Context: an optimization exercise on an open-source flow, tuned for a short achievable clock period and few clock cycles. The choices shown serve that exercise and are no tape-out recipe.
The RTL was checked by simulation tests, not by an equivalence proof against the original design.

<file path="design/flow/design.v">
module ALU(A,B,ALUfun,S,sign);
    input [31:0] A,B;
    input [5:0]  ALUfun;
    input        sign;
    output [31:0] S;
    wire  [31:0] addout,compareout,logicout,shifterout;
    wire         Z,V,N;
    adder addmodule(.A(A),.B(B),.S(addout),.addorsub(ALUfun[0]),. Z(Z),.V(V),.N(N),.sign(sign));
    cmp comparemodule(.V(V),.Z(Z),.N(N),.ALUfun(ALUfun[2:0]),.S(compareout));
    logicer logicmodule(.A(A),.B(B),.ALUfun(ALUfun[3:0]),.Z(logicout));
    shifter shiftmodule(.A(A),.B(B),.Z(shifterout),.ALUfun(ALUfun[1:0]));
    mux_4 m(.A(addout),.B(logicout),.C(shifterout),.D(compareout),.s(ALUfun[5:4]),.Z(S));
endmodule
module mux_4(A,B,C,D,s,Z);
	input      [31:0] A,B,C,D;
	input      [1:0]  s;
	output reg [31:0] Z;
	always@(*)
	case(s)
		2'b00:Z = A;
		2'b01:Z = B;
		2'b10:Z = C;
		default:Z = D;
	endcase
endmodule
module adder(A,B,S,addorsub,Z,V,N,sign);
	input      [31:0] A,B;
	input             sign,addorsub;
	output reg        Z,V,N;
	output reg [31:0] S;
	reg               C;	 
	always @(*)
	begin
	case(addorsub)
		1'b0:
		begin
			{C, S} = {1'b0, A} + {1'b0, B};
			Z = (S == 0);
			V = (A[31] == B[31]) && (S[31] != A[31]);
			N = sign ? (S[31] ^ V) : 1'b0;
		end
		default:
		begin
			{C, S} = {1'b0, A} + {1'b0, ~B} + 33'd1;
			Z = (S == 0);
			V = (A[31] != B[31]) && (S[31] != A[31]);
			N = sign ? (S[31] ^ V) : ~C;	 
		end
	endcase
	end
endmodule
module cmp(Z,V,N,ALUfun,S);
	input             Z,V,N;
	input      [2:0]  ALUfun;
	output reg [31:0] S;
	always @(*)
	case(ALUfun)
		3'b001:
			if(Z == 0)
				S = 1;
			else
				S = 0;
		3'b000:
			if(Z == 0)
				S = 0;
			else
				S = 1;
		3'b010:
			if(N == 1)
				S = 1;
			else
				S = 0;
		3'b011:
			if(Z == 1)
				S = 1;
			else
				S = 0;
		3'b101:
		   if(N == 1)  
		      S = 1;
		   else
		      S = 0;
		3'b111:
		   if(N == 1)  
		      S = 0;
		   else
		      S = 1;
		default:
		      S = 0;
	endcase
endmodule
module logicer(A,B,ALUfun,Z);
	input [31:0]A,B;
	input [3:0]	ALUfun;
	output reg [31:0] Z;
	always@(*)
	case(ALUfun)
		4'b1000:
			Z = A&B;
		4'b1110:
			Z = A|B;
		4'b0110:
			Z = A^B;
		4'b0001:
			Z = ~(A|B);
		4'b1010:
			Z = A;
		default:
			Z = 0;
	endcase
endmodule
module shifter(A,B,Z,ALUfun);
	input      [31:0] A,B;
	input      [1:0]  ALUfun;
	output reg [31:0] Z;
	always@(*)
	begin
	case(ALUfun)
		2'b00:
			Z <= (B << A[4:0]);
		2'b01:
			Z <= (B >> A[4:0]);
		2'b11:
			Z <= ({{32{B[31]}}, B} >> A[4:0]);
		default:
			Z <= 0;
	endcase
	end
endmodule
module ALUControl(ALUOp, Funct, ALUCtl, Sign);
	input      [4:0] ALUOp;
	input      [5:0] Funct;
	output reg [5:0] ALUCtl;
	output Sign;
	parameter aluAND = 6'b011_000;
	parameter aluOR  = 6'b011_110;
	parameter aluADD = 6'b000_000;
	parameter aluSUB = 6'b000_001;
	parameter aluNOR = 6'b010_001;
	parameter aluXOR = 6'b010_110;
	parameter aluSLL = 6'b100_000;
	parameter aluSRL = 6'b100_001;
	parameter aluSRA = 6'b100_011;
	parameter aluA   = 6'b011_010; 
	parameter aluEQ  = 6'b110_011;
	parameter aluNEQ = 6'b110_001;
	parameter aluLT  = 6'b110_101;
	parameter aluLEZ = 6'b111_101;
	parameter aluGEZ = 6'b111_001;
	parameter aluGTZ = 6'b111_111;
	assign Sign = (ALUOp[3:0] == 3'b0010)? ~Funct[0]: ~ALUOp[4];
	reg [5:0] aluFunct;
	always @(*)
		case (Funct)
			6'b00_0000: aluFunct <= aluSLL;
			6'b00_0010: aluFunct <= aluSRL;
			6'b00_0011: aluFunct <= aluSRA;
			6'b10_0000: aluFunct <= aluADD;
			6'b10_0001: aluFunct <= aluADD;
			6'b10_0010: aluFunct <= aluSUB;
			6'b10_0011: aluFunct <= aluSUB;
			6'b10_0100: aluFunct <= aluAND;
			6'b10_0101: aluFunct <= aluOR;
			6'b10_0110: aluFunct <= aluXOR;
			6'b10_0111: aluFunct <= aluNOR;
			6'b10_1010: aluFunct <= aluLT;	 
			6'b10_1011: aluFunct <= aluLT;	 
			default: aluFunct <= aluADD;
		endcase
	always @(*)
		case (ALUOp[3:0])
			4'b0000: ALUCtl <= aluADD;
			4'b0001: ALUCtl <= aluEQ; 
			4'b0100: ALUCtl <= aluAND;
			4'b0101: ALUCtl <= aluLT;
			4'b0010: ALUCtl <= aluFunct;
			4'b0011: ALUCtl <= aluNEQ; 
			4'b0110: ALUCtl <= aluLEZ; 
			4'b0111: ALUCtl <= aluGTZ; 
			4'b1000: ALUCtl <= aluGEZ; 
			default: ALUCtl <= aluADD;
		endcase
endmodule
module Control(Instruction,
	            PCSrc, Branch, RegWrite, RegDst, 
	            MemRead, MemWrite, MemtoReg, 
	            ALUSrc1, ALUSrc2, ExtOp, LuOp, ALUOp);
   input      [31:0] Instruction;
	output reg [2:0]  PCSrc;
	output reg        Branch;
	output reg        RegWrite;
	output reg [1:0]  RegDst;
	output reg        MemRead;
	output reg        MemWrite;
	output reg [1:0]  MemtoReg;
	output reg        ALUSrc1;
	output reg        ALUSrc2;
	output reg        ExtOp;
	output reg        LuOp;
	output     [4:0]  ALUOp;
	always @(*)
	begin
       case (Instruction[31:26]) 
	        6'h23: PCSrc <= 3'b000;
		     6'h2b: PCSrc <= 3'b000;
		     6'h0f: PCSrc <= 3'b000;
		     6'h08: PCSrc <= 3'b000;
		     6'h09: PCSrc <= 3'b000;
		     6'h0c: PCSrc <= 3'b000;
		     6'h0a: PCSrc <= 3'b000;
		     6'h0b: PCSrc <= 3'b000;
		     6'h04: PCSrc <= 3'b011; 
		     6'h02: PCSrc <= 3'b001; 
		     6'h03: PCSrc <= 3'b001; 
		     6'h06: PCSrc <= 3'b011; 
		     6'h07: PCSrc <= 3'b011; 
		     6'h01: begin
			             if(Instruction[20:16] == 00001) 
							     PCSrc <= 3'b011; 
							 else 
							     PCSrc <= 3'b000;
						end
			  6'h05: PCSrc <= 3'b011; 
		     6'h0: case (Instruction[5:0]) 
		               6'h20: PCSrc <= 3'b000;
					      6'h21: PCSrc <= 3'b000;
					      6'h22: PCSrc <= 3'b000;
					      6'h23: PCSrc <= 3'b000;
					      6'h24: PCSrc <= 3'b000;
					      6'h25: PCSrc <= 3'b000;
					      6'h26: PCSrc <= 3'b000;
					      6'h27: PCSrc <= 3'b000;
					      6'h00: PCSrc <= 3'b000;
					      6'h02: PCSrc <= 3'b000;
					      6'h03: PCSrc <= 3'b000;
					      6'h2a: PCSrc <= 3'b000;
					      6'h2b: PCSrc <= 3'b000;
					      6'h08: PCSrc <= 3'b010; 
					      6'h09: PCSrc <= 3'b010; 
					      default: begin 
							             PCSrc <= 3'b000;
										end
				     endcase 
		     default: begin 
			               PCSrc <= 3'b000;
						  end
	    endcase
		case (Instruction[31:26])
			6'b000_100: Branch <= 1;   
			6'b000_101: Branch <= 1;   
			6'b000_110: Branch <= 1;   
			6'b000_111: Branch <= 1;   
			6'b000_001: Branch <= 1;   
			default: Branch <= 0;
		endcase
		case (Instruction[31:26])
			6'b101_011: RegWrite <= 0;   
			6'b000_100: RegWrite <= 0;   
			6'b000_101: RegWrite <= 0;   
			6'b000_110: RegWrite <= 0;   
			6'b000_111: RegWrite <= 0;   
			6'b000_001: RegWrite <= 0;   
			6'b000_010: RegWrite <= 0;   
			6'b000_000: begin 
			                 if (Instruction[5:0]==6'b001_000) RegWrite <= 0;   
			                 else RegWrite <= 1;
							end
			default: RegWrite <= 1;
		endcase
		case (Instruction[31:26])
			6'b100_011: RegDst <= 0;   
			6'b001_111: RegDst <= 0;   
			6'b001_000: RegDst <= 0;   
			6'b001_001: RegDst <= 0;   
			6'b001_100: RegDst <= 0;   
			6'b001_010: RegDst <= 0;   
			6'b001_011: RegDst <= 0;   
			6'b000_011: RegDst <= 2;   
			default: RegDst <= 1;
		endcase
		case (Instruction[31:26])
			6'b100_011: MemRead <= 1;   
			default: MemRead <= 0;
		endcase
		case (Instruction[31:26])
			6'b101_011: MemWrite <= 1;   
			default: MemWrite <= 0;
		endcase
		case (Instruction[31:26])
			6'b100_011: MemtoReg <= 1;   
			6'b000_011: MemtoReg <= 2;   
			6'b000_000: begin 
			                 if (Instruction[5:0]==6'b001_001) MemtoReg <= 2;   
			                 else MemtoReg <= 0;
							end
			default: MemtoReg <= 0;
		endcase
		case (Instruction[31:26])
			6'b000_000: begin
			                 if (Instruction[5:0]==6'b000_000) ALUSrc1 <= 1;   
								  else if (Instruction[5:0]==6'b000_010) ALUSrc1 <= 1;   
								  else if (Instruction[5:0]==6'b000_011) ALUSrc1 <= 1;   
								  else ALUSrc1 <= 0;
							end
			default: ALUSrc1 <= 0;
		endcase
		case (Instruction[31:26])
			6'b100_011: ALUSrc2 <= 1;   
			6'b101_011: ALUSrc2 <= 1;   
			6'b001_111: ALUSrc2 <= 1;   
			6'b001_000: ALUSrc2 <= 1;   
			6'b001_001: ALUSrc2 <= 1;   
			6'b001_100: ALUSrc2 <= 1;   
			6'b001_010: ALUSrc2 <= 1;   
			6'b001_011: ALUSrc2 <= 1;   
			default: ALUSrc2 <= 0;
		endcase
		case (Instruction[31:26])
			6'b001_100: ExtOp <= 0;   
			default: ExtOp <= 1;
		endcase
		case (Instruction[31:26])
			6'b001_111: LuOp <= 1;   
			default: LuOp <= 0;
		endcase		
	end
	assign ALUOp[3:0] = 
		(Instruction[31:26] == 6'h00)? 4'b0010: 
		(Instruction[31:26] == 6'h04)? 4'b0001:    
		(Instruction[31:26] == 6'h05)? 4'b0011:    
		(Instruction[31:26] == 6'h06)? 4'b0110:    
		(Instruction[31:26] == 6'h07)? 4'b0111:    
		(Instruction[31:26] == 6'h01)? 4'b1000:    
		(Instruction[31:26] == 6'h0c)? 4'b0100:    
		(Instruction[31:26] == 6'h0a || Instruction[31:26] == 6'h0b)? 4'b0101:    
		4'b0000;
	assign ALUOp[4] = Instruction[26];
endmodule
module RegisterFile(reset, clk, RegWrite,
                    Read_register1, Read_register2, 
						  Write_register1,
						  Write_data1,
						  Read_data1, Read_data2);
	input             reset, clk;
	input             RegWrite;
	input      [4:0]  Read_register1, Read_register2, Write_register1;
	input      [31:0] Write_data1;
	output     [31:0] Read_data1, Read_data2;
	reg    [31:0] RF_data[31:1];
	assign Read_data1 = (Read_register1 == 5'b00000)? 32'h00000000: RF_data[Read_register1];
	assign Read_data2 = (Read_register2 == 5'b00000)? 32'h00000000: RF_data[Read_register2];
	integer i;
	always @(negedge reset or negedge clk)
		if (~reset)
			 for (i = 1; i < 32; i = i + 1)
				  RF_data[i] <= 32'h00000000;
		else begin
		    if (RegWrite && (Write_register1 != 5'b00000))
			     RF_data[Write_register1] <= Write_data1;
		end
endmodule
module IF (
    input clk,       
    input rst_n,     
    input PC_IF_ID_Write,           
    input [31:0] branch_target,
    input [31:0] jump_target,   
    input [31:0] jr_target,     
    input [2:0] select_PC_next,  
    input [31:0] instruction,    
    output [31:0] PC_out,        
    output reg [63:0] IF_ID      
);
reg [31:0] PC;
wire [31:0] PC_plus4;
wire flush_IF_ID;                
assign PC_plus4 = {PC[31], PC[30:0] + 31'd4};    
assign PC_out = PC;
assign flush_IF_ID = (|select_PC_next) & PC_IF_ID_Write;
always @(posedge clk or negedge rst_n) begin
    if(~rst_n) begin
        PC <= 32'h8000_0000;
        IF_ID <= 0;
    end else begin
        if(PC_IF_ID_Write) begin    
            case (select_PC_next)
                3'b000  : PC <= PC_plus4;
                3'b100  : PC <= branch_target;   
                3'b010  : PC <= jump_target;     
                3'b001  : PC <= jr_target;       
                default : PC <= 32'hffff_ffff;   
            endcase
            if(flush_IF_ID) IF_ID <= {PC_plus4, 32'd0};
            else IF_ID <= {PC_plus4, instruction};
        end
    end
end
endmodule
module ID (
    input clk,     
    input rst_n,   
    input [31:0] instruction,    
    input [31:0] PC_plus4,       
    input WB_RegWrite,           
    input [4:0] WB_WriteRegister,    
    input [31:0] WB_RegWriteData,    
    input [4:0] EX_WriteRegister,    
    input [31:0] EX_ALUResult,       
    input [4:0] MEM_WriteRegister,   
    input [31:0] MEM_ALUResult,      
    input MEM_RegWrite,              
    input MEM_MemRead,               
    output Z,    
    output J,    
    output JR,   
    output PC_IF_ID_Write,   
    output [31:0] branch_target, 
    output [31:0] jump_target, 
    output [31:0] jr_target,
    output reg [190:0] ID_EX
);
wire [1:0] ID_MemtoReg;    
wire ID_RegWrite; 
wire ID_MemRead; 
wire ID_MemWrite;
wire [5:0] ID_ALUCtl;
wire ID_ALUSign;         
wire ID_ALUSrc1;
wire ID_ALUSrc2;
wire [1:0] ID_RegDst;    
wire [2:0] PCSrc;
wire Branch;
wire ExtOp;          
wire LuOp;
wire [4:0] ALUOp;
wire [4:0] ID_Rd;
wire [4:0] ID_Rs; 
wire [4:0] ID_Rt; 
wire [31:0] ID_RsData;
wire [31:0] ID_RtData;
assign ID_Rd = instruction[15:11];
assign ID_Rs = instruction[25:21];
assign ID_Rt = instruction[20:16];
Control C1(
    .Instruction(instruction), 
    .PCSrc      (PCSrc),
    .Branch     (Branch),
    .RegWrite   (ID_RegWrite),
    .RegDst     (ID_RegDst),
    .MemRead    (ID_MemRead),
    .MemWrite   (ID_MemWrite),
    .MemtoReg   (ID_MemtoReg),
    .ALUSrc1    (ID_ALUSrc1),
    .ALUSrc2    (ID_ALUSrc2),
    .ExtOp      (ExtOp),
    .LuOp       (LuOp),
    .ALUOp      (ALUOp)
);
ALUControl AC1(
    .ALUOp (ALUOp),
    .Funct (instruction[5:0]),
    .ALUCtl(ID_ALUCtl),
    .Sign  (ID_ALUSign)
);
RegisterFile R1(
    .reset          (rst_n),
    .clk            (clk),
    .RegWrite       (WB_RegWrite),
    .Read_register1 (ID_Rs),
    .Read_register2 (ID_Rt),
    .Write_register1(WB_WriteRegister),
    .Write_data1    (WB_RegWriteData),
    .Read_data1     (ID_RsData),
    .Read_data2     (ID_RtData)
);
wire [1:0] forwardRs, forwardRt;
wire [31:0] RsData, RtData;
assign RsData = (forwardRs == 2'b00) ? ID_RsData :
                (forwardRs == 2'b01) ? EX_ALUResult :
                (forwardRs == 2'b10) ? MEM_ALUResult :
                32'hffff_ffff;   
assign RtData = (forwardRt == 2'b00) ? ID_RtData :
                (forwardRt == 2'b01) ? EX_ALUResult :
                (forwardRt == 2'b10) ? MEM_ALUResult :
                32'hffff_ffff;   
ZeroTest Z1(
    .ALUOp (ALUOp),
    .RsData(RsData),
    .RtData(RtData),
    .Z     (Z)
);
wire [31:0] imm32;
wire [31:0] LuOut;   
wire [31:0] shamt32;
assign imm32 = ExtOp ? {{16{instruction[15]}}, instruction[15:0]} :
                       {16'b0, instruction[15:0]};
assign LuOut = LuOp ? {instruction[15:0], 16'b0} : imm32;
assign shamt32 = {27'b0, instruction[10:6]};                       
assign branch_target = PC_plus4 + {imm32[29:0], 2'b00};
assign J = (PCSrc == 3'b001);
assign jump_target = {PC_plus4[31:28], instruction[25:0], 2'b00};
assign JR = (PCSrc == 3'b010);
assign jr_target = RsData;
wire bubble;     
HazardDetector H1(
    .EX_MemRead      (ID_EX[155]),
    .EX_WriteRegister(EX_WriteRegister),
    .MEM_MemRead     (MEM_MemRead),
    .MEM_WriteRegister(MEM_WriteRegister),
    .ID_UseRegs      (Branch | JR),
    .ID_Rs           (ID_Rs),
    .ID_Rt           (ID_Rt),
    .PC_IF_ID_Write  (PC_IF_ID_Write),
    .bubble          (bubble)
);
IDForward IDF1(
    .bubble           (bubble),
    .ALUOp            (ALUOp),
    .ID_Rs            (ID_Rs),
    .ID_Rt            (ID_Rt),
    .EX_RegWrite      (ID_EX[156]),
    .MEM_RegWrite     (MEM_RegWrite),
    .EX_WriteRegister (EX_WriteRegister),
    .MEM_WriteRegister(MEM_WriteRegister),
    .forwardRs        (forwardRs),
    .forwardRt        (forwardRt)
);
always @(posedge clk or negedge rst_n) begin
    if(~rst_n) begin
        ID_EX <= 0;
    end else begin
        ID_EX[31:0] <= ID_RtData;
        ID_EX[63:32] <= ID_RsData;
        ID_EX[68:64] <= ID_Rt;
        ID_EX[73:69] <= ID_Rs;
        ID_EX[78:74] <= ID_Rd;
        ID_EX[110:79] <= LuOut;
        ID_EX[142:111] <= shamt32;
        if(~bubble) begin
            ID_EX[153:143] <= {ID_ALUCtl, ID_ALUSign, ID_ALUSrc1, ID_ALUSrc2, ID_RegDst};    
            ID_EX[155:154] <= {ID_MemRead, ID_MemWrite};     
            ID_EX[158:156] <= {ID_MemtoReg, ID_RegWrite};    
        end else begin
            ID_EX[158:143] <= 0;
        end
        ID_EX[190:159] <= PC_plus4;      
    end
end
endmodule
module ZeroTest (
    input [4:0] ALUOp,
    input [31:0] RsData,
    input [31:0] RtData,
    output reg Z     
);
wire eq;     
wire zero;   
assign eq = (RsData == RtData);
assign zero = (RsData == 32'd0);
always @(*) begin
    case (ALUOp[3:0])
        4'b0001 : Z <= eq;   
        4'b0011 : Z <= ~eq;  
        4'b0110 : Z <= RsData[31] | zero;     
        4'b0111 : Z <= ~RsData[31] & ~zero;   
        4'b1000 : Z <= ~RsData[31] | zero;    
        default : Z <= 0;
    endcase
end
endmodule
module HazardDetector (
    input EX_MemRead,    
    input [4:0] EX_WriteRegister, 
    input MEM_MemRead,   
    input [4:0] MEM_WriteRegister,
    input ID_UseRegs,    
    input [4:0] ID_Rs,
    input [4:0] ID_Rt,
    output PC_IF_ID_Write,
    output bubble    
);
assign bubble = (EX_MemRead == 1
                && (EX_WriteRegister == ID_Rs
                || EX_WriteRegister == ID_Rt))
             || (ID_UseRegs && MEM_MemRead
                && MEM_WriteRegister != 0
                && (MEM_WriteRegister == ID_Rs
                || MEM_WriteRegister == ID_Rt));
assign PC_IF_ID_Write = ~bubble;
endmodule
module IDForward (
    input bubble,    
    input [4:0] ALUOp,
    input [4:0] ID_Rs,
    input [4:0] ID_Rt,
    input EX_RegWrite,
    input MEM_RegWrite,
    input [4:0] EX_WriteRegister,
    input [4:0] MEM_WriteRegister,
    output reg [1:0] forwardRs,      
    output reg [1:0] forwardRt       
);
always @(*) begin
    forwardRs <= 2'b00;
    if (~bubble) begin
        if (EX_RegWrite && EX_WriteRegister != 0 && EX_WriteRegister == ID_Rs) begin
            forwardRs <= 2'b01;
        end else if (MEM_RegWrite && MEM_WriteRegister != 0 && MEM_WriteRegister == ID_Rs) begin
            forwardRs <= 2'b10;
        end else begin
            forwardRs <= 2'b00;
        end
    end
end
always @(*) begin
    forwardRt <= 2'b00;
    if (~bubble && (ALUOp[3:0] == 4'b0001 || ALUOp[3:0] == 4'b0011)) begin   
        if (EX_RegWrite && EX_WriteRegister != 0 && EX_WriteRegister == ID_Rt) begin
            forwardRt <= 2'b01;
        end else if (MEM_RegWrite && MEM_WriteRegister != 0 && MEM_WriteRegister == ID_Rt) begin
            forwardRt <= 2'b10;
        end else begin
            forwardRt <= 2'b00;
        end
    end
end
endmodule
module EX (
    input clk,     
    input rst_n,   
    input [5:0] EX_ALUCtl,   
    input EX_ALUSign,        
    input EX_ALUSrc1,        
    input EX_ALUSrc2,        
    input [1:0] EX_RegDst,   
    input [31:0] EX_Shamt32,     
    input [31:0] EX_LuOut,       
    input [4:0] EX_Rd,       
    input [4:0] EX_Rs,       
    input [4:0] EX_Rt,       
    input [31:0] EX_RsData,  
    input [31:0] EX_RtData,  
    input MEM_RegWrite,
    input [4:0] MEM_WriteRegister,
    input [31:0] MEM_RegWriteData,
    input WB_RegWrite,
    input [4:0] WB_WriteRegister, 
    input [31:0] WB_RegWriteData,
    input EX_MemWrite,           
    input EX_MemRead,            
    input EX_RegWrite,           
    input [1:0] EX_MemtoReg,     
    input [31:0] PC_plus4,       
    output [4:0] EX_WriteRegister,
    output [31:0] EX_ALUResult,      
    output reg [105:0] EX_MEM
);
wire [1:0] forward1, forward2;
Forward F1(
    .MEM_RegWrite     (MEM_RegWrite),
    .MEM_WriteRegister(MEM_WriteRegister),
    .WB_RegWrite      (WB_RegWrite),
    .WB_WriteRegister (WB_WriteRegister),
    .EX_Rs            (EX_Rs),
    .EX_Rt            (EX_Rt),
    .forward1         (forward1),
    .forward2         (forward2)
);
wire [31:0] A, B;    
assign A = (forward1 == 2'b00) ? EX_RsData : 
           (forward1 == 2'b01) ? MEM_RegWriteData :
           (forward1 == 2'b10) ? WB_RegWriteData : 0;
assign B = (forward2 == 2'b00) ? EX_RtData :
           (forward2 == 2'b01) ? MEM_RegWriteData :
           (forward2 == 2'b10) ? WB_RegWriteData : 0;
wire [31:0] operand1, operand2;      
assign operand1 = (EX_ALUSrc1) ? EX_Shamt32 : A;     
assign operand2 = (EX_ALUSrc2) ? EX_LuOut : B;
wire [31:0] EX_MemWriteData;
assign EX_MemWriteData = B;
wire [31:0] ALU_S;
ALU A1(
    .A     (operand1),
    .B     (operand2),
    .sign  (EX_ALUSign),
    .ALUfun(EX_ALUCtl),
    .S     (ALU_S)
);
assign EX_ALUResult = (EX_MemtoReg == 2'b10) ? PC_plus4 : ALU_S;
assign EX_WriteRegister = (EX_RegDst == 2'b00) ? EX_Rt :
                          (EX_RegDst == 2'b01) ? EX_Rd :
                          (EX_RegDst == 2'b10) ? 5'd31 :     
                          5'd26;     
always @(posedge clk or negedge rst_n) begin
    if(~rst_n) begin
        EX_MEM <= 0;
    end else begin
        EX_MEM[31:0] <= EX_MemWriteData;
        EX_MEM[63:32] <= EX_ALUResult;
        EX_MEM[68:64] <= EX_WriteRegister;
        EX_MEM[70:69] <= {EX_MemWrite, EX_MemRead};      
        EX_MEM[73:71] <= {EX_MemtoReg, EX_RegWrite};     
        EX_MEM[105:74] <= PC_plus4;  
    end
end
endmodule
module Forward (
    input MEM_RegWrite,
    input [4:0] MEM_WriteRegister,
    input WB_RegWrite,
    input [4:0] WB_WriteRegister,
    input [4:0] EX_Rs,
    input [4:0] EX_Rt,
    output reg [1:0] forward1,   
    output reg [1:0] forward2    
);
always @(*) begin
    if (MEM_RegWrite && MEM_WriteRegister != 0 && MEM_WriteRegister == EX_Rs) begin
        forward1 <= 2'b01;   
    end else if (WB_RegWrite && WB_WriteRegister != 0 && WB_WriteRegister == EX_Rs) begin
        forward1 <= 2'b10;   
    end else begin
        forward1 <= 2'b00;
    end
end
always @(*) begin
    if (MEM_RegWrite && MEM_WriteRegister != 0 && MEM_WriteRegister == EX_Rt) begin
        forward2 <= 2'b01;   
    end else if (WB_RegWrite && WB_WriteRegister != 0 && WB_WriteRegister == EX_Rt) begin
        forward2 <= 2'b10;   
    end else begin
        forward2 <= 2'b00;
    end
end
endmodule
module MEM (
    input clk,     
    input rst_n,   
    input MEM_MemWrite,          
    input MEM_MemRead,           
    input [31:0] MEM_ALUResult,  
    input [31:0] MEM_WriteData,  
    input [31:0] PC_plus4,       
    input [1:0] MEM_MemtoReg,    
    input MEM_RegWrite,          
    input [4:0] MEM_WriteRegister,   
    input [31:0] MEM_ReadData,   
    output reg [103:0] MEM_WB
);
always @(posedge clk or negedge rst_n) begin
    if(~rst_n) begin
        MEM_WB <= 0;
    end else begin
        MEM_WB[31:0] <= MEM_ALUResult;
        MEM_WB[63:32] <= MEM_ReadData;
        MEM_WB[68:64] <= MEM_WriteRegister;
        MEM_WB[71:69] <= {MEM_MemtoReg, MEM_RegWrite};
        MEM_WB[103:72] <= PC_plus4;
    end
end
endmodule
module cpu_pipeline (
    input clk,           
    input rst_n,         
    output [31:0] imem_addr,     
    input  [31:0] imem_rdata,    
    output [31:0] dmem_addr,     
    output [31:0] dmem_wdata,    
    output        dmem_we,       
    input  [31:0] dmem_rdata     
);
wire [63:0] IF_ID;
wire [190:0] ID_EX;
wire [105:0] EX_MEM;
wire [103:0] MEM_WB;
wire PC_IF_ID_Write;
wire [31:0] branch_target;
wire [31:0] jump_target;
wire [31:0] jr_target;
wire Z, J, JR;   
IF IF1(
    .clk           (clk),
    .rst_n         (rst_n),
    .PC_IF_ID_Write(PC_IF_ID_Write),
    .branch_target (branch_target),
    .jump_target   (jump_target),
    .jr_target     (jr_target),
    .select_PC_next({Z, J, JR}),
    .instruction   (imem_rdata),
    .PC_out        (imem_addr),
    .IF_ID         (IF_ID)
);
wire [4:0] EX_WriteRegister;
wire [31:0] EX_ALUResult;
wire [1:0] WB_MemtoReg;
wire [31:0] WB_RegWriteData;
assign WB_MemtoReg = MEM_WB[71:70];
assign WB_RegWriteData = (WB_MemtoReg == 2'b00) ? MEM_WB[31:0] :     
                         (WB_MemtoReg == 2'b01) ? MEM_WB[63:32] :    
                         (WB_MemtoReg == 2'b10) ? MEM_WB[103:72] :   
                         32'hffffffff;   
ID ID1(
    .clk              (clk),
    .rst_n            (rst_n),
    .instruction      (IF_ID[31:0]),
    .PC_plus4         (IF_ID[63:32]),
    .WB_WriteRegister (MEM_WB[68:64]),
    .WB_RegWrite      (MEM_WB[69]),
    .WB_RegWriteData  (WB_RegWriteData),
    .EX_WriteRegister (EX_WriteRegister),
    .EX_ALUResult     (EX_ALUResult),
    .MEM_RegWrite     (EX_MEM[71]),
    .MEM_MemRead      (EX_MEM[69]),
    .MEM_WriteRegister(EX_MEM[68:64]),
    .MEM_ALUResult    (EX_MEM[63:32]),
    .Z                (Z),
    .J                (J),
    .JR               (JR),
    .PC_IF_ID_Write   (PC_IF_ID_Write),
    .branch_target    (branch_target),
    .jump_target      (jump_target),
    .jr_target        (jr_target),
    .ID_EX            (ID_EX)
);
EX EX1(
    .clk              (clk),
    .rst_n            (rst_n),
    .PC_plus4         (ID_EX[190:159]),
    .EX_MemtoReg      (ID_EX[158:157]),
    .EX_RegWrite      (ID_EX[156]),
    .EX_MemRead       (ID_EX[155]),
    .EX_MemWrite      (ID_EX[154]),
    .EX_ALUCtl        (ID_EX[153:148]),
    .EX_ALUSign       (ID_EX[147]),
    .EX_ALUSrc1       (ID_EX[146]),
    .EX_ALUSrc2       (ID_EX[145]),
    .EX_RegDst        (ID_EX[144:143]),
    .EX_Shamt32       (ID_EX[142:111]),
    .EX_LuOut         (ID_EX[110:79]),
    .EX_Rd            (ID_EX[78:74]),
    .EX_Rs            (ID_EX[73:69]),
    .EX_Rt            (ID_EX[68:64]),
    .EX_RsData        (ID_EX[63:32]),
    .EX_RtData        (ID_EX[31:0]),
    .MEM_RegWrite     (EX_MEM[71]),
    .MEM_WriteRegister(EX_MEM[68:64]),
    .MEM_RegWriteData (EX_MEM[63:32]),
    .WB_RegWrite      (MEM_WB[69]),
    .WB_WriteRegister (MEM_WB[68:64]),
    .WB_RegWriteData  (WB_RegWriteData),
    .EX_WriteRegister (EX_WriteRegister),
    .EX_ALUResult     (EX_ALUResult),
    .EX_MEM           (EX_MEM)
);
MEM MEM1(
    .clk              (clk),
    .rst_n            (rst_n),
    .PC_plus4         (EX_MEM[105:74]),
    .MEM_MemtoReg     (EX_MEM[73:72]),
    .MEM_RegWrite     (EX_MEM[71]),
    .MEM_MemWrite     (EX_MEM[70]),
    .MEM_MemRead      (EX_MEM[69]),
    .MEM_WriteRegister(EX_MEM[68:64]),
    .MEM_ALUResult    (EX_MEM[63:32]),
    .MEM_WriteData    (EX_MEM[31:0]),
    .MEM_ReadData     (dmem_rdata),
    .MEM_WB           (MEM_WB)
);
assign dmem_addr  = EX_MEM[63:32];
assign dmem_wdata = EX_MEM[31:0];
assign dmem_we    = EX_MEM[70];
endmodule
</file>
<file path="design/flow/run.sh">
#!/bin/bash
# synth_recipe.tcl (not shown) runs the flow's synth.tcl, then flattens the netlist and writes it again
# the make line also repeats each setting of config.mk as NAME=value (left out here)
make -C /OpenROAD-flow-scripts/flow DESIGN_CONFIG=/design/flow/config.mk WORK_HOME=/design/flow/orfs CLKGATE_MAP_FILE= SYNTH_SCRIPT=/design/flow/synth_recipe.tcl finish
</file>
<file path="design/flow/config.mk">
export PLATFORM = sky130hd
export DESIGN_NAME = cpu_pipeline
export DESIGN_NICKNAME = cpu_pipeline
export VERILOG_FILES = /design/flow/design.v
export SDC_FILE = /design/flow/constraint.sdc
export NUM_CORES = 8
export LEC_CHECK = 0
export CAP_MARGIN = 20
export CORE_MARGIN = 2
export CORE_UTILIZATION = 40
export PLACE_DENSITY = 0.6
export SETUP_SLACK_MARGIN = 0.3
export SLEW_MARGIN = 20
</file>
<file path="design/flow/constraint.sdc">
create_clock -name core_clock -period 13.0 [get_ports {clk}]
set_input_delay 2.6000 -clock core_clock [delete_from_list [all_inputs] [get_ports {clk}]]
set_output_delay 2.6000 -clock core_clock [all_outputs]
set_load 0.01 [all_outputs]
</file>
==> run summary <==
logic make-up (layout without fill, tap and decap cells):
logic type                 count (synthesis)  after routing
muxes                                    193            193
adders and majority gates                137            137
xor gates and xnor gates                 137            137
and+or+nand+nor                         3035           3035
AOI/OAI and AO/OA                       3382           3382
other                                      0             33
buffers and inverters                   1028           1194
DFF                                     1460           1460
what timing repair did:
item                       CTS  global route
setup buffers                0             2
setup endpoints to repair    0            63
resized for setup            0             3
critical path, stage by stage, from the launching register on:
cell and delay, ns:
dfrtn_1 0.45, a22oi_1 0.10, nand4_1 0.17, nor2_1 0.07
a21oi_1 1.00, o22a_1 0.39, o21ai_0 0.14, nor4_1 0.28
o2111ai_1 0.14, or4b_1 0.49, nor4_1 0.32, nand4_1 0.30
nor3_2 0.34, buf_4 0.20, mux2i_4 0.09, buf_12 0.16
nor2_2 0.30, nand2_1 0.27, buf_4 0.26, o21ai_0 0.21
layout by cell type (no fill, tap or decap), drive strengths merged, types with 29 or more instances in the layout:
cell,instances
diode,33
clkdlybuf4s50,161
or3,65
nand3,227
a22oi,822
nor3,165
a21o,59
o22ai,89
dfrtn,992
nand2b,43
a22o,46
and3,58
a211oi,67
nor2b,29
a222oi,55
mux2,51
xnor2,85
a21oi,405
o21ai,1272
mux2i,90
and2,77
xor2,52
nor4,94
mux4,52
nor2,368
dfrtp,467
inv,149
clkbuf,232
clkinv,48
ha,133
a221oi,48
nand2,1653
a31oi,111
o211ai,56
buf,588
nand4,152
area by class of cell:
type	instances	area, sq um
diodes	33	82.6
repair buffers	749	6390
multi-input cells	6884	42000
inverters	146	548
clock inverters	67	873
flip-flops and latches	1460	36500
fillers	19500	108000
well taps	2672	3340
clock buffers	232	4670
worst paths after layout:
| kind | start | endpoint | slack (ns) | cells after the start |
|---|---|---|---|---|
| min in group asynchronous | rst_n | ID1.ID_EX[10] | 2.50 | 2 |
| min | EX1.EX_MEM[78] | MEM1.MEM_WB[76] | 0.34 | 0 |
| max reg2reg | ID1.R1.RF_data[18][16] | IF1.IF_ID[24] | 0.75 | 19 |
| max | ID1.R1.RF_data[18][16] | IF1.IF_ID[24] | 0.75 | 19 |
| max in group asynchronous | rst_n | ID1.R1.RF_data[1][17] | 3.38 | 2 |
| min reg2reg | EX1.EX_MEM[78] | MEM1.MEM_WB[76] | 0.34 | 0 |
sequential cells by signal, indices dropped and copies added (netlist names):
signal / flops
EX1.EX_MEM: 105
IF1.PC: 32
MEM1.MEM_WB: 104
ID1.R1.RF_data: 992
IF1.IF_ID: 64
ID1.ID_EX: 163
layer usage:
| metal | global-route usage [%] | up-vias |
|---|---|---|
| li1 | - | 34500 |
| met3 | 21.5 | 2198 |
| met1 | 60.3 | 42600 |
| met5 | 0.804 | - |
| met4 | 28.1 | 34 |
| met2 | 61.1 | 7733 |
metrics by stage:
step | std cells
floorplan | 9372
global placement | 11900
detailed placement | 11900
CTS | 12200
global route | 12200
finish | 12200
==> summary.txt <==
Outcome
  – Outcome: no timing/DRC/antenna violations

Critical path
  – Critical path capture point type: flip-flop
  – Startpoint type of the worst setup path: flip-flop
  – Worst path arrival time: 13.00 ns
  – Critical path peak fanout: 12
  – Worst Setup Path Type: flip-flop to flip-flop
  – Worst path required time: 13.75 ns

STA
  – Final TNS setup: 0 ns
  – Unrepaired setup endpoints after global routing: no
  – Fin. Hold Viols: 0
  – Setup Skew: 0.130 ns
  – Max transition margin: under 10%
  – Worst slew pin tran: roughly 1.4 ns
  – Final Worst Setup Slack: around 0.75 ns
  – Max Slew Vio Count: 0
  – Final setup viols: 0
  – Min Hold Slack: ~0.34 ns

Floorplan
  – Row count: 165
  – Initial core utilization: 40.3%
  – Num ports: ~160
  – Die H: approximately 460 um
  – Core area: a little over 0.2 sq mm
  – Die W: 456 um
  – Die ar.: about 0.21 sq mm

Yosys
  – Synth Flop Type: dfrtn_1
  – Synth Net Count: 9575
  – Simple-gate share of the synthesized area: between 10% and 20%
  – Avg Inst Size Synth: 8.73 sq um
  – Ranking of synthesized cells by area: dfrtn_1, dfrtp_1, o21ai_0
  – Ys async rst share: 100%
  – Synth Area in XOR/XNOR: 1.47%
  – Synth cell count leaders: nand2_1, o21ai_0, dfrtn_1
  – Adder-Cell Fraction of Synth Area: between 2 and 2.5%
  – Synth Cell Area: 0.0818 sq mm
  – Post-synth top area share: 30.3%
  – Post-synth EDFFs: 0
  – Post-Syn Instances: 9372
  – Most instantiated library cell after synthesis: nand2_1
  – Seq/Total Area, Yosys: 44.7%
  – Yosys reg bits: 1460
  – Netlist cell types: 106
  – Synth Area in Compound Gates: 26.6%
  – Largest family of logic cells by synthesized area: compound AO/OA/AOI/OAI gates
  – Yosys warns: 16
  – Post-synthesis mux area share: 3.26%
  – Yosys top cell by area: dfrtn_1

Route
  – Pre-antenna DRT Iters: 17
  – Met3 wire len: 79.4 mm
  – WL met1: 188 mm
  – # DRC: 0
  – Drt first-iter violations: 16100
  – Routed wire length: between 400 and 500 mm
  – Routed WL per cell: 40.5 um
  – Vias per inst: between 7 and 8
  – Via count: roughly 87000
  – DR WL met2: 189 mm
  – Max layer used: met5
  – Post-route ant nets: 0

Layout
  – Post-layout util: 46.6%
  – Ratio of cells with drive above 1 in the final layout: 12.5%
  – Post-route cell area: 0.0944 sq mm
  – NumNets Final: 9606
  – P&R area growth vs syn: 15.4%

GRT
  – Number of global-route vias before repair: a little over 80000
  – GR Overflow Total: 0
  – First-pass GRT wire length: ~680 mm
  – GRT Util Overall: 46.1%
  – Largest net degree at the start of global routing: 149
  – Initial antenna violation count: 34

Job
  – Max-cap viol count: 0

Place
  – Placed wire-length estimate: 332 mm
  – # port buffers: 162
  – Cell Area, Placed: just under 0.09 sq mm
  – Pre-CTS setup slack: 0.760 ns
  – Placer Congestion: 1.11

Clock network
  – Hold_buf cts: 0
  – H-tree depth: 4
  – TritonCTS clock tree: done
  – CTS Buf Count: 162
  – Root buffer cell: clkbuf_16
  – Later-pin clock latency in the skew report: 0.88 ns
  – Max clock buf depth: 3
  – Clock Sinks: ~1500
  – Worst-path clk slew: 0.07 ns

Min path
  – Hold crit path type: flip-flop to flip-flop
Testbench counts, summed over its fixed seeds: cycles 286,050.
